What follows belongs to an exercise in optimizing a design on an open flow for small area and a short achievable clock period; a production flow would make more cautious choices.
The RTL was checked by simulation tests, not by an equivalence proof against the original design.

## design.v

```verilog
module FeedForwardNN #(
		parameter WWIDTH = 8
	) 
	(
		input wire signed [WWIDTH:0] x0, x1,
		input wire signed [WWIDTH:0] x2,
		input wire signed [WWIDTH:0] x3,
		output reg signed [WWIDTH*2:0] y0, y1,
		input RST, CLK
	);
	reg signed [WWIDTH:0] bias;
	reg [3:0] addr;
	reg [1023:0] selected_data;
	wire [1023:0] read_data;
	reg [3:0] state;
	wire reset;
	reg [3:0] counter;
	reg signed [WWIDTH*2:0] ab_x, a0_x, a1_x, a2_x, a3_x, a4_x, a5_x;
	wire signed [WWIDTH:0] ab_y, a0_y, a1_y, a2_y, a3_y, a4_y, a5_y;
	reg signed [WWIDTH*2:0] z0, z1, z2, z3, z4, z5;
	reg signed [WWIDTH*2:0] u0, u1;
	reg signed [WWIDTH:0] v0, v1, v2, v3, v4, v5 ; 
	wire mem_clk;
	assign mem_clk = CLK;
	assign reset = RST;
	ram_pos_thru memory (
			.q(read_data), 
			.a(addr)
		);
	activation #(.WWIDTH(WWIDTH)) ab(ab_x, ab_y, mem_clk);
	activation #(.WWIDTH(WWIDTH)) a0(a0_x, a0_y, mem_clk);
	activation #(.WWIDTH(WWIDTH)) a1(a1_x, a1_y, mem_clk);
	activation #(.WWIDTH(WWIDTH)) a2(a2_x, a2_y, mem_clk);
	activation #(.WWIDTH(WWIDTH)) a3(a3_x, a3_y, mem_clk);
	activation #(.WWIDTH(WWIDTH)) a4(a4_x, a4_y, mem_clk);
	activation #(.WWIDTH(WWIDTH)) a5(a5_x, a5_y, mem_clk);
	always @ (posedge mem_clk)
	begin
		if(reset) begin
			state <= 4'd0;
		end
		else begin
			case(state)
				4'd0: begin
					addr <= 0 ; 
					state <= 4'd1 ;
				end
				4'd1: begin
					selected_data <= read_data ;
					bias <= 9'd1;
					state <= 4'd2 ;
				end
				4'd2: begin
					z0 <= 	bias * $signed(selected_data[1 * WWIDTH - 1: 0 * WWIDTH]) +
							x0 * $signed(selected_data[2 * WWIDTH - 1: 1 * WWIDTH]) +
							x1 * $signed(selected_data[3 * WWIDTH - 1: 2 * WWIDTH]) +
							x2 * $signed(selected_data[4 * WWIDTH - 1: 3 * WWIDTH]) +
							x3 * $signed(selected_data[5 * WWIDTH - 1: 4 * WWIDTH]);
					z1 <= 	bias * $signed(selected_data[6 * WWIDTH - 1: 5 * WWIDTH]) +
							x0 * $signed(selected_data[7 * WWIDTH - 1: 6 * WWIDTH]) +
							x1 * $signed(selected_data[8 * WWIDTH - 1: 7 * WWIDTH]) +
							x2 * $signed(selected_data[9 * WWIDTH - 1: 8 * WWIDTH]) + 
							x3 * $signed(selected_data[10 * WWIDTH - 1: 9 * WWIDTH]); 
					z2 <= 	bias * $signed(selected_data[11 * WWIDTH - 1: 10 * WWIDTH]) +
							x0 * $signed(selected_data[12 * WWIDTH - 1: 11 * WWIDTH]) +
							x1 * $signed(selected_data[13 * WWIDTH - 1: 12 * WWIDTH]) +
							x2 * $signed(selected_data[14 * WWIDTH - 1: 13 * WWIDTH]) + 
							x3 * $signed(selected_data[15 * WWIDTH - 1: 14 * WWIDTH]);
					z3 <= 	bias * $signed(selected_data[16 * WWIDTH - 1: 15 * WWIDTH]) +
							x0 * $signed(selected_data[17 * WWIDTH - 1: 16 * WWIDTH]) +
							x1 * $signed(selected_data[18 * WWIDTH - 1: 17 * WWIDTH]) +
							x2 * $signed(selected_data[19 * WWIDTH - 1: 18 * WWIDTH]) +
							x3 * $signed(selected_data[20 * WWIDTH - 1: 19 * WWIDTH]);
					z4 <= 	bias * $signed(selected_data[21 * WWIDTH - 1: 20 * WWIDTH]) +
							x0 * $signed(selected_data[22 * WWIDTH - 1: 21 * WWIDTH]) +
							x1 * $signed(selected_data[23 * WWIDTH - 1: 22 * WWIDTH]) +
							x2 * $signed(selected_data[24 * WWIDTH - 1: 23 * WWIDTH]) +
							x3 * $signed(selected_data[25 * WWIDTH - 1: 24 * WWIDTH]);
					z5 <= 	bias * $signed(selected_data[26 * WWIDTH - 1: 25 * WWIDTH]) +
							x0 * $signed(selected_data[27 * WWIDTH - 1: 26 * WWIDTH]) +
							x1 * $signed(selected_data[28 * WWIDTH - 1: 27 * WWIDTH]) +
							x2 * $signed(selected_data[29 * WWIDTH - 1: 28 * WWIDTH]) + 
							x3 * $signed(selected_data[30 * WWIDTH - 1: 29 * WWIDTH]);
					state <= 4'd3 ;
				end
				4'd3: begin
					ab_x <= bias ;
					a0_x <= z0 ;
					a1_x <= z1 ;
					a2_x <= z2 ;
					a3_x <= z3 ;
					a4_x <= z4 ;
					a5_x <= z5 ;
					state <= 4'd4 ;
				end
				4'd4: begin
					bias <= ab_y ;
					v0 <= a0_y ;
					v1 <= a1_y ;
					v2 <= a2_y ;
					v3 <= a3_y ;
					v4 <= a4_y ;
					v5 <= a5_y ;
					state <= 4'd5 ;
				end
				4'd5: begin
					addr <= 1 ; 
					state <= 4'd6 ;
				end
				4'd6: begin
					selected_data <= read_data ;
					state <= 4'd7 ;
				end
				4'd7: begin
					u0 <= 	bias * $signed(selected_data[1 * WWIDTH - 1: 0 * WWIDTH]) +
							v0 * $signed(selected_data[2 * WWIDTH - 1: 1 * WWIDTH]) +
 							v1 * $signed(selected_data[3 * WWIDTH - 1: 2 * WWIDTH]) +
 							v2 * $signed(selected_data[4 * WWIDTH - 1: 3 * WWIDTH]) +
 							v3 * $signed(selected_data[5 * WWIDTH - 1: 4 * WWIDTH]) +
 							v4 * $signed(selected_data[6 * WWIDTH - 1: 5 * WWIDTH]) +
 							v5 * $signed(selected_data[7 * WWIDTH - 1: 6 * WWIDTH]);
					u1 <= 	bias * $signed(selected_data[8 * WWIDTH - 1: 7 * WWIDTH]) +
							v0 * $signed(selected_data[9 * WWIDTH - 1: 8 * WWIDTH]) +
							v1 * $signed(selected_data[10 * WWIDTH - 1: 9 * WWIDTH]) +
							v2 * $signed(selected_data[11 * WWIDTH - 1: 10 * WWIDTH]) +
							v3 * $signed(selected_data[12 * WWIDTH - 1: 11 * WWIDTH]) +
							v4 * $signed(selected_data[13 * WWIDTH - 1: 12 * WWIDTH]) +
							v5 * $signed(selected_data[14 * WWIDTH - 1: 13 * WWIDTH]);
					state <= 4'd8 ;
				end
				4'd8: begin
					a0_x <= u0 ;
					a1_x <= u1 ;
					state <= 4'd9 ;
				end
				4'd9: begin
					y0 <= a0_y ;
					y1 <= a1_y  ;
					state <= 4'd0 ;
				end
			endcase
		end
	end 
endmodule
module activation #(parameter WWIDTH = 8) ( x , y, clk);
	input wire signed [WWIDTH*2:0] x;
	output reg signed [WWIDTH:0] y;
	input clk;
	always @ (*)
	begin
		if(x <= $signed(-16'd200)) begin
			y = -1 ;
		end else if (x >= $signed(16'd200)) begin
			y = 8'd1 ;
		end else begin 
			y = 8'd0 ;
		end
	end
endmodule
module ram_pos_thru #(parameter WORD_LENGTH=1024, WORD_COUNT=4)(q, a);
	input [WORD_COUNT-1:0] a;
	output [WORD_LENGTH-1:0] q;
	reg [WORD_LENGTH-1:0] mem [WORD_COUNT-1:0]   ;
	initial begin
		$readmemh("ram.hex", mem);
	end
	assign q = mem[a[1:0]] ;
endmodule
```

## ram.hex

```
0000000000000000000000000000000000000000000000000000000000000000000000000000000000000000000000000000000000000000000000000000000000000000000000000000000000000000000000000000000000000000000000000000F7B3E2094204AE2EAC1AB05063CE27ADFA314020EA37B1DEB145C6BC47AE
000000000000000000000000000000000000000000000000000000000000000000000000000000000000000000000000000000000000000000000000000000000000000000000000000000000000000000000000000000000000000000000000000000000000000000000000000000000000A8E75D5FD0C49FFAD20208D42EDC
0000000000000000000000000000000000000000000000000000000000000000000000000000000000000000000000000000000000000000000000000000000000000000000000000000000000000000000000000000000000000000000000000000000000000000000000000000000000000000000000000000000000000000
0000000000000000000000000000000000000000000000000000000000000000000000000000000000000000000000000000000000000000000000000000000000000000000000000000000000000000000000000000000000000000000000000000000000000000000000000000000000000000000000000000000000000000
```

## run.sh

```bash
#!/bin/bash
# synth_recipe.tcl (not shown) runs the flow's synth.tcl, then flattens the netlist and writes it again
# the make line also repeats each setting of config.mk as NAME=value (left out here)
make -C /OpenROAD-flow-scripts/flow DESIGN_CONFIG=/design/flow/config.mk WORK_HOME=/design/flow/orfs CLKGATE_MAP_FILE= SYNTH_SCRIPT=/design/flow/synth_recipe.tcl finish
```

## config.mk

```make
export PLATFORM = sky130hd
export DESIGN_NAME = FeedForwardNN
export DESIGN_NICKNAME = FeedForwardNN
export VERILOG_FILES = /design/flow/design.v
export SDC_FILE = /design/flow/constraint.sdc
export NUM_CORES = 4
export LEC_CHECK = 0
export CAP_MARGIN = 20
export CORE_MARGIN = 2
export CORE_UTILIZATION = 40
export PLACE_DENSITY = 0.6
export SLEW_MARGIN = 20
```

## constraint.sdc

```tcl
create_clock -name core_clock -period 10.0 [get_ports {CLK}]
set_input_delay 2.0000 -clock core_clock [delete_from_list [all_inputs] [get_ports {CLK}]]
set_output_delay 2.0000 -clock core_clock [all_outputs]
set_load 0.01 [all_outputs]
```

==> results.ini <==
[timing]
final-setup-viol-count=0
hold_viol=0
fin_crit_sh_pct=92.2
worstMarginPinSlew_ns=1.08
maxSlewViolCount=0
rsz0062_at_grt=false
skew_ns=0.0172
fin_setup_tns_ns=0
period_needed_ns=9.22
relSlewSlack_pct=27.2
clock.fmax_ghz=0.108

[clock_network]
ctsHoldBuffers=0
htree_levels=1
cts_tree=yes
cts-resized-gates=0
cts_max_path_buffers=3
clock_latency_ns=0.56
clkTransAtPathRegs_ns=0.06
cts_made_buffers=28
cts-root-buf=clkbuf_16
post-cts-setup-buffer-count=0
clock_sinks=260

[place]
place_area_um2=66800
io_buffers=71
hpwlAfterDp_um=148000
gp_congestion=0.965

[floorplanning]
row_count=145
fp.dieW_um=400
die_h_um=400
die_area_um2=160000
core_um2=156000
start_util_pct=40.2
io-pin-count=72

[finish]
mostFrequentLayoutCells=inv_1, fa_1, ha_1
multi_input_area_um2=47000
final_common_cell=inv_1
fin_nets=8426
stdcell_area_um2=67800
n_fill_cell=14800
area_growth_pct=8.28
seq_area_um2=7770
drive_gt1_share_pct=4.17

[worst_setup_path]
path_class=input pin to flip-flop
reg2regPathDepth=25
start_kind=input pin
required_ns=10.26
endpoint_kind=flip-flop
cp_max_fo=9
r2r_start=selected_data[238]
critical_path.startpoint=x2[0]
worstPathArrival_ns=9.48

[logic_synthesis]
synth_edf_count=256
netlist_area_um2=62600
yosysSeqAreaShare_pct=12.4
ys_ff_latch=260
synth.distinct_cells=65
synthFlopType=edfxtp_1
synth_area_per_cell_um2=10.8
yosysWarnings=3
synthArstFlopShare_pct=0
synth_cells=5805

[global_route]
grt_max_degree=69
grtUsageTotal_pct=22.0
grt_pass1_wl_um=262000
grt_pass1_vias=42400
grt_antenna_before_repair=6
overflow=0

[routing]
vias_per_cell=4.75
wl_um=167000
num_vias=38400
drt_iter0_markers=2481
wl_per_cell_um=20.7
drcViolationCount=0
first_pass_iters=5
antenna_left=0

[outcome]
status=no timing/DRC/antenna violations

[worst_hold_path]
hold_class=flip-flop to flip-flop
min_from=z3[13]
min_path_cells=0

[run]
max_cap_violations=0

## kinds of logic after synthesis
family / count (synthesis) / synth area share, %
adder cells (fa/ha/maj): 2396 / 64.1
buffers and inverters: 2074 / 12.6
AND/OR/NAND/NOR: 492 / 3.55
XOR/XNOR: 271 / 3.79
AO/OA/AOI/OAI: 264 / 2.67
flip-flops: 260 / 12.4
multiplexers: 46 / 0.817
other: 2 / 0.0120
## worst paths after layout
| check | slack, ns | to |
|---|---|---|
| worst max-delay path | 0.78 | z5[16] |
| worst min-delay path | 0.41 | a3_x[13] |
| worst max register to register | 1.25 | z1[16] |
| worst min register to register | 0.41 | a3_x[13] |
## stage by stage
step	hold slack, ns	util, %	setup WS, ns	std cells
finish	0.408	43.5	0.780	8072
global route	0.422	43.5	0.455	8070
CTS	0.410	43.5	0.806	8070
detailed placement	0.405	42.9	0.209	8021
global placement	0.402	42.9	0.219	8021
floorplan	0.400	-	0.250	5809
## flip-flops by register name, summed over array words and instances (netlist names), 17 cells and up
signal  cells
z2         17
a0_x       17
z1         17
z5         17
u0         17
a5_x       17
a2_x       17
z0         17
a3_x       17
a1_x       17
u1         17
z3         17
## worst max-delay path, cell delays in order
cell and delay, ns:
clkdlybuf4s50_1 0.72, inv_1 0.20, nor2_2 0.39, buf_4 0.34, ha_1 0.42, inv_1 0.17
fa_1 0.44, fa_1 0.46, fa_1 0.49, inv_1 0.04, ha_1 0.27, inv_1 0.05
fa_1 0.49, fa_1 0.49, inv_1 0.05, fa_1 0.49, fa_1 0.42, ha_1 0.33
a21oi_1 0.21, o21ai_1 0.14, o41ai_2 0.38, o21ai_0 0.17, a21oi_1 0.19, xnor2_1 0.10
## Yosys cell counts, types with 11 or more instances
library cell     n  area (um^2)
inv_1         1984         7450
fa_1          1356        27100
ha_1          1039        13000
edfxtp_1       256         7690
xnor2_1        219         1920
nor2_1         200          751
nand2_1        125          469
a21oi_1         83          415
xor2_1          52          455
clkbuf_1        46          173
a21o_1          37          278
o21ai_0         36          180
buf_4           30          225
nor3_1          28          140
mux2_1          27          304
nand2b_1        24          150
nand3_1         24          120
and2_1          21          131
o21a_1          17          128
a31oi_1         16          100
nor4_1          15         93.8
mux2_2          14          158
nand4_1         14         87.6
o21ai_1         14         70.1
o21bai_1        11         82.6
## routing by layer
metal | vias to the layer above | wire length, um | global-route usage (%)
li1 | 17600 | - | -
met1 | 19700 | 75800 | 31.8
met2 | 958 | 77000 | 35.3
met3 | 173 | 9400 | 2.44
met4 | 4 | 5180 | 5.84
met5 | - | 33 | 0
## layout make-up
type                       count  area share (%)
clock inverter                20           0.353
timing repair buffer         237            2.96
antenna                        2         0.00738
clock buffer                  29            1.07
inverter                    1991            11.0
tap                         2058            3.80
sequential                   260            11.5
multi-input combinational   3475            69.3

-- re-timing with driven ports --
The results above use ideal ports. As a check the final layout listed here was re-extracted and re-timed, cells and wires unchanged.
Step 1 sets driving cells, clkbuf_16 on the clock port and buf_2 on the other inputs (assumed; they add their load-dependent delay and slew).
Step 2 times the ports against the registers' clock, not the clock port: input delays grow and output delays shrink by t, the midpoint of the rising clock arrivals with the driver on.
Three values: ideal, step 1, step 2; two values: the first two.
t, ns: 0.615
setup WS [ns]: 0.780 / 0.805 / 0.191
worst setup path at the end: input to register
worst data-port slew with drivers (ns): 0.17
After both steps setup and hold are still met in this run. For this run, drivers alone change the setup slack by +0.025 ns; drivers and shift together by -0.589 ns.
